What follows belongs to an exercise in optimizing a design on an open flow for small area and a short achievable clock period; a production flow would make more cautious choices. RTL that was checked went through simulation tests only; none was proved equivalent to the original. No activity file was given, so power comes from the tool's default toggle rates.

Setup of before:
==> flow/design.v <==
module fifo #(
    parameter LENGTH = 32,
    parameter WIDTH  = 16
) (
    input logic reset_i,
    input logic clk_i,
    input logic read_en,
    input logic write_en,
    input logic [WIDTH-1:0] data_i,
    output logic empty_o,
    output logic full_o,
    output logic [WIDTH-1:0] data_o
);
  localparam AW = $clog2(LENGTH);
  logic [AW-1:0] last;
  logic empty_r, full_r;
  logic [WIDTH-1:0] mem [LENGTH-1:0];
  wire rd = read_en & ~empty_r;
  wire wr = write_en & ~full_r;
  wire last_zero = (last == 0);
  wire last_top  = (last == LENGTH - 2);
  assign empty_o = empty_r | reset_i;
  assign full_o  = full_r & ~reset_i;
  logic [WIDTH-1:0] rdata;
  always_comb begin
    rdata = '0;
    for (int i = 0; i < LENGTH; i++)
      rdata = rdata | (mem[i] & {WIDTH{last == i}});
  end
  always_ff @(posedge clk_i, posedge reset_i) begin
    if (reset_i) begin
      last    <= '1;
      empty_r <= 1'b1;
      full_r  <= 1'b0;
      data_o  <= 0;
    end else begin
      if (rd) data_o <= rdata;
      if (wr & ~rd) last <= last + 1'b1;
      else if (rd & ~wr) last <= last - 1'b1;
      empty_r <= ~wr & (empty_r | (rd & last_zero));
      full_r  <= ~rd & (full_r | (wr & last_top & ~empty_r));
    end
  end
  always_ff @(posedge clk_i) begin
    if (wr) begin
      mem[0] <= data_i;
      for (int i = 1; i < LENGTH; i++) mem[i] <= mem[i-1];
    end
  end
endmodule
make LEC_CHECK=0 CAP_MARGIN=20 CORE_MARGIN=2 CORE_UTILIZATION=60 SETUP_SLACK_MARGIN=1.6 SLEW_MARGIN=20 finish   # period 4.0 ns
run.sh (not shown) runs the stock make flow with config.mk's settings and CLKGATE_MAP_FILE= SYNTH_SCRIPT=/design/flow/synth_recipe.tcl, a recipe that flattens the netlist after the stock synthesis.
Modified inputs, after compared to before
- a change of SETUP_SLACK_MARGIN from 1.6 to 1.9
[summary]
Diff before -> after: final antenna diode count held, number of nets at the end of the flow rose about 9%, synthesis-to-layout area growth moved up, global-route usage went up 2.5 points, total power consumption of the routed design grew by about 9%.
No run of this note included a check of the RTL's function; only the layout flow was run.

juniper:
fifo, a different RTL version from the one above (not shown whole).
Size: roughly 1100 cells after synthesis, about 540 flip-flops, about 38 I/O pins, about 20000 sq um of cells after synthesis.
==> flow/config.mk <==
export PLATFORM = sky130hd
export DESIGN_NAME = fifo
export DESIGN_NICKNAME = fifo
export VERILOG_FILES = /design/flow/design.v
export SDC_FILE = /design/flow/constraint.sdc
export NUM_CORES = 4
export LEC_CHECK = 0
export CAP_MARGIN = 20
export CORE_MARGIN = 2
export CORE_UTILIZATION = 60
export SETUP_SLACK_MARGIN = 2.05
export SLEW_MARGIN = 20
==> flow/constraint.sdc <==
create_clock -name core_clock -period 4.0 [get_ports {clk_i}]
set_input_delay 0.8000 -clock core_clock [delete_from_list [all_inputs] [get_ports {clk_i}]]
set_output_delay 0.8000 -clock core_clock [all_outputs]
set_load 0.01 [all_outputs]
standard.sh (not shown) runs the stock make flow with config.mk's settings and CLKGATE_MAP_FILE= SYNTH_SCRIPT=/design/flow/synth_recipe.tcl, a recipe that flattens the netlist after the stock synthesis.
==> flow/flow/run.sh <==
#!/bin/bash
bash standard.sh MATCH_CELL_FOOTPRINT=0 "BUFFER_PORTS_ARGS=-buffer_cell sky130_fd_sc_hd__buf_4" \
  "CTS_ARGS=-sink_clustering_enable -repair_clock_nets -dont_use_dummy_load -sink_clustering_size 16 -sink_clustering_max_diameter 60 -buf_list sky130_fd_sc_hd__clkbuf_8" \
  finish > standard.log 2>&1
Inputs modified between juniper and sierra:
==> flow/flow/run.sh <==
#!/bin/bash
bash standard.sh MATCH_CELL_FOOTPRINT=0 "BUFFER_PORTS_ARGS=-buffer_cell sky130_fd_sc_hd__buf_4" \
  "CTS_ARGS=-sink_clustering_enable -repair_clock_nets -dont_use_dummy_load -sink_clustering_size 24 -sink_clustering_max_diameter 80" \
  finish > standard.log 2>&1
--- a/flow/config.mk
+++ b/flow/config.mk
@@ -10,3 +10,3 @@
 export CORE_UTILIZATION = 60
-export SETUP_SLACK_MARGIN = 2.05
+export SETUP_SLACK_MARGIN = 2.2
 export SLEW_MARGIN = 20
[summary]
[compare] base=juniper new=sierra: worst setup margin rose by 27 ps, multi-input gate share of total cell area fell by 0.60 points, internal reg-to-reg setup slack grew by 120 ps. sierra against juniper: cell internal power dissipation shows an increase of 710 uW, sum of routed wire length over all layers now sits higher. Share of the final layout cell area in sequential cells in sierra is 3.4 points lower than in juniper. Changes observed in sierra relative to juniper: endpoint arrival time on the critical path shrank by 30 ps, post-route non-filler standard cell count now sits higher, final critical delay including setup and external delays moved down, post-route standard cell area excluding fillers went up, number of nets at the end of the flow higher.
> inputs changed (sierra -> onyx)
--- a/flow/config.mk
+++ b/flow/config.mk
@@ -10,3 +10,4 @@
 export CORE_UTILIZATION = 60
-export SETUP_SLACK_MARGIN = 2.2
+export GPL_TIMING_DRIVEN = 1
+export SETUP_SLACK_MARGIN = 2.05
 export SLEW_MARGIN = 20
==> results.txt <==
sierra has higher core utilization than onyx. sierra -> onyx: post-synthesis simple-gate area fraction delta 0, exact match. Looking at onyx and sierra, the area taken by flip-flops and latches is a wash. Taking sierra as 1.0, onyx lands at 0.949 on total power after layout. sierra → onyx: sequential share of layout area shows an increase of 3.3 points; average detailed-routed wire length per instance went down by 1.5 microns; fraction of final layout cells sized beyond drive strength 1 lost 5.8 points. Against sierra, onyx comes in about 4% lower on number of standard cells in the final layout excluding fillers. onyx ends up with lower internal power than sierra does.
### onyx -> quartz
--- a/flow/config.mk
+++ b/flow/config.mk
@@ -10,4 +10,3 @@
 export CORE_UTILIZATION = 60
-export GPL_TIMING_DRIVEN = 1
-export SETUP_SLACK_MARGIN = 2.05
+export SETUP_SLACK_MARGIN = 1.9
 export SLEW_MARGIN = 20
### Flow results
quartz: all stages complete, timing, DRC and antenna checks passed
In the reports for onyx and quartz, the smaller total power consumption of the routed design belongs to quartz.
quartz against onyx: number of hold-repair buffers added at the cts stage did not really move, proportion of power drawn by the clock network went up, final area went down, worst setup slack went down, aggregate global-route resource usage went down.
The capturing instance or port of the critical path comes out full_o in one run and mem[31][12]$_DFFE_PP_ in the other, namely in onyx and quartz respectively.
A class of the most critical setup path of flop to flop is what quartz shows, while flop to primary output belongs to onyx.

fifo, a different RTL version from the one above (not shown whole).
Size in the first run: about 20000 sq um of cells after synthesis.
==> flow/design.v (excerpt) <==
module fifo #(
    parameter LENGTH = 32,
    parameter WIDTH  = 16
) (
    input logic reset_i,
    input logic clk_i,
    input logic read_en,
    input logic write_en,
    input logic [WIDTH-1:0] data_i,
    output logic empty_o,
    output logic full_o,
    output logic [WIDTH-1:0] data_o
);
==> flow/config.mk <==
export PLATFORM = sky130hd
export DESIGN_NAME = fifo
export DESIGN_NICKNAME = fifo
export VERILOG_FILES = /design/flow/design.v
export SDC_FILE = /design/flow/constraint.sdc
export NUM_CORES = 4
export LEC_CHECK = 0
export CAP_MARGIN = 20
export CORE_MARGIN = 2
export CORE_UTILIZATION = 60
export SETUP_SLACK_MARGIN = 2.1
export SLEW_MARGIN = 60
==> flow/constraint.sdc <==
create_clock -name core_clock -period 4.0 [get_ports {clk_i}]
set_input_delay 0.8000 -clock core_clock [delete_from_list [all_inputs] [get_ports {clk_i}]]
set_output_delay 0.8000 -clock core_clock [all_outputs]
set_load 0.01 [all_outputs]
==> flow/flow/run.sh <==
#!/bin/bash
bash standard.sh MATCH_CELL_FOOTPRINT=0 "BUFFER_PORTS_ARGS=-buffer_cell sky130_fd_sc_hd__buf_4" \
  "CTS_ARGS=-sink_clustering_enable -repair_clock_nets -dont_use_dummy_load -sink_clustering_size 24 -sink_clustering_max_diameter 80" \
  finish > standard.log 2>&1
The starting point completed with no timing, DRC or antenna violations.
Rerun with:
Settings changed: SETUP_SLACK_MARGIN 2.1 to 2.05, SLEW_MARGIN 60 to 20.
Clock skew is lower by 17 ps.
Via count is lower by 1.7%.
Sequential share of layout area is higher by 0.84 points.
Combinational power is lower by about 4%.
Design area is lower by about 1.1%.
Sequential power hardly moves.
First-iteration DRC count is lower by 7.8%.
Synthesized cell count stays the same.
Rerun with:
==> flow/flow/run.sh (replaced) <==
#!/bin/bash
bash standard.sh MATCH_CELL_FOOTPRINT=0 "BUFFER_PORTS_ARGS=-buffer_cell sky130_fd_sc_hd__buf_4" \
  "CTS_ARGS=-sink_clustering_enable -repair_clock_nets -dont_use_dummy_load -sink_clustering_size 24 -sink_clustering_max_diameter 80" \
  "PRE_RESIZE_TCL=$PWD/flow/fanout.tcl" \
  finish > standard.log 2>&1
==> flow/flow/fanout.tcl (new file) <==
set_max_fanout 32 [current_design]
Outcome: The changed run passed the timing, design-rule and antenna checks; critical path depth goes up by 3; setup slack gets worse by 22 ps; die area does not change; routed wire length rises by 5.4%; global-route usage came out higher by 0.98 points; clock skew goes up by 17 ps; clock power is higher by about 2%; combinational power climbs by 15%; cell count increases by 2.6%.
Rerun with:
==> flow/flow/fanout.tcl (replaced) <==
set_max_fanout 20 [current_design]
The new run completed without violations.
Utilization climbs by 0.79 points.
Total power climbs slightly.
Setup slack got worse by 11 ps.
Synthesized cell count is unchanged.
Wire length came out higher slightly.
Final area climbs slightly.
Rerun with:
==> flow/flow/run.sh (replaced) <==
#!/bin/bash
bash standard.sh MATCH_CELL_FOOTPRINT=0 "BUFFER_PORTS_ARGS=-buffer_cell sky130_fd_sc_hd__buf_4" \
  "CTS_ARGS=-sink_clustering_enable -repair_clock_nets -dont_use_dummy_load -sink_clustering_size 24 -sink_clustering_max_diameter 80" \
  finish > standard.log 2>&1
Settings changed: SETUP_SLACK_MARGIN 2.05 to 2.12.
removed: flow/flow/fanout.tcl
The changed run completed without violations.
Critical path depth went down by 4.
Final area went down by a few percent.
Register-to-register slack gets better by 50 ps.

-- static timing again, ports no longer ideal --
In the flow no input, the clock included, has a driving cell. The finished layouts below were timed again as built, in two steps.
Step 1 assumes that a clkbuf_16 drives the clock port and a buf_2 every other input.
Step 2 moves the port delays by t, midway between the first and last clock arrival at a register: inputs arrive t later, outputs are due t later. That takes back most of the time a late clock gives input paths.
a / b / c = ideal / step 1 / step 2; a / b = the first two.
run	shift t [ns]	slack for setup (ns)	worst hold slack (ns)	slew at the worst register clock pin (ns)
before	0.647	1.564 / 1.564 / 1.010	0.444 / 0.444 / 0.444	0.07 / 0.07
after	0.657	1.512 / 1.512 / 1.037	0.368 / 0.332 / 0.438	0.07 / 0.07
juniper	0.624	1.970 / 1.920 / 1.557	0.378 / 0.358 / 0.429	0.11 / 0.11
sierra	0.615	1.997 / 1.943 / 1.633	0.394 / 0.368 / 0.446	0.10 / 0.10
onyx	0.609	2.008 / 1.956 / 1.645	0.402 / 0.374 / 0.441	0.10 / 0.10
quartz	0.611	1.937 / 1.937 / 1.439	0.398 / 0.373 / 0.446	0.10 / 0.10
the first run of note 3	0.601	2.069 / 2.018 / 1.627	0.238 / 0.207 / 0.426	0.10 / 0.10
the second run of note 3	0.614	2.071 / 2.017 / 1.669	0.405 / 0.376 / 0.448	0.10 / 0.10
the third run of note 3	0.609	2.049 / 2.003 / 1.627	0.396 / 0.371 / 0.430	0.10 / 0.10
the fourth run of note 3	0.609	2.038 / 2.007 / 1.587	0.364 / 0.334 / 0.427	0.10 / 0.10
the fifth run of note 3	0.615	2.073 / 2.020 / 1.678	0.403 / 0.377 / 0.449	0.10 / 0.10
After both steps setup and hold are still met in every run listed. The setup slack of before, which loses most, moves by 0.000 ns with the drivers and by -0.554 ns with both steps. Setup slack includes reset recovery checks.
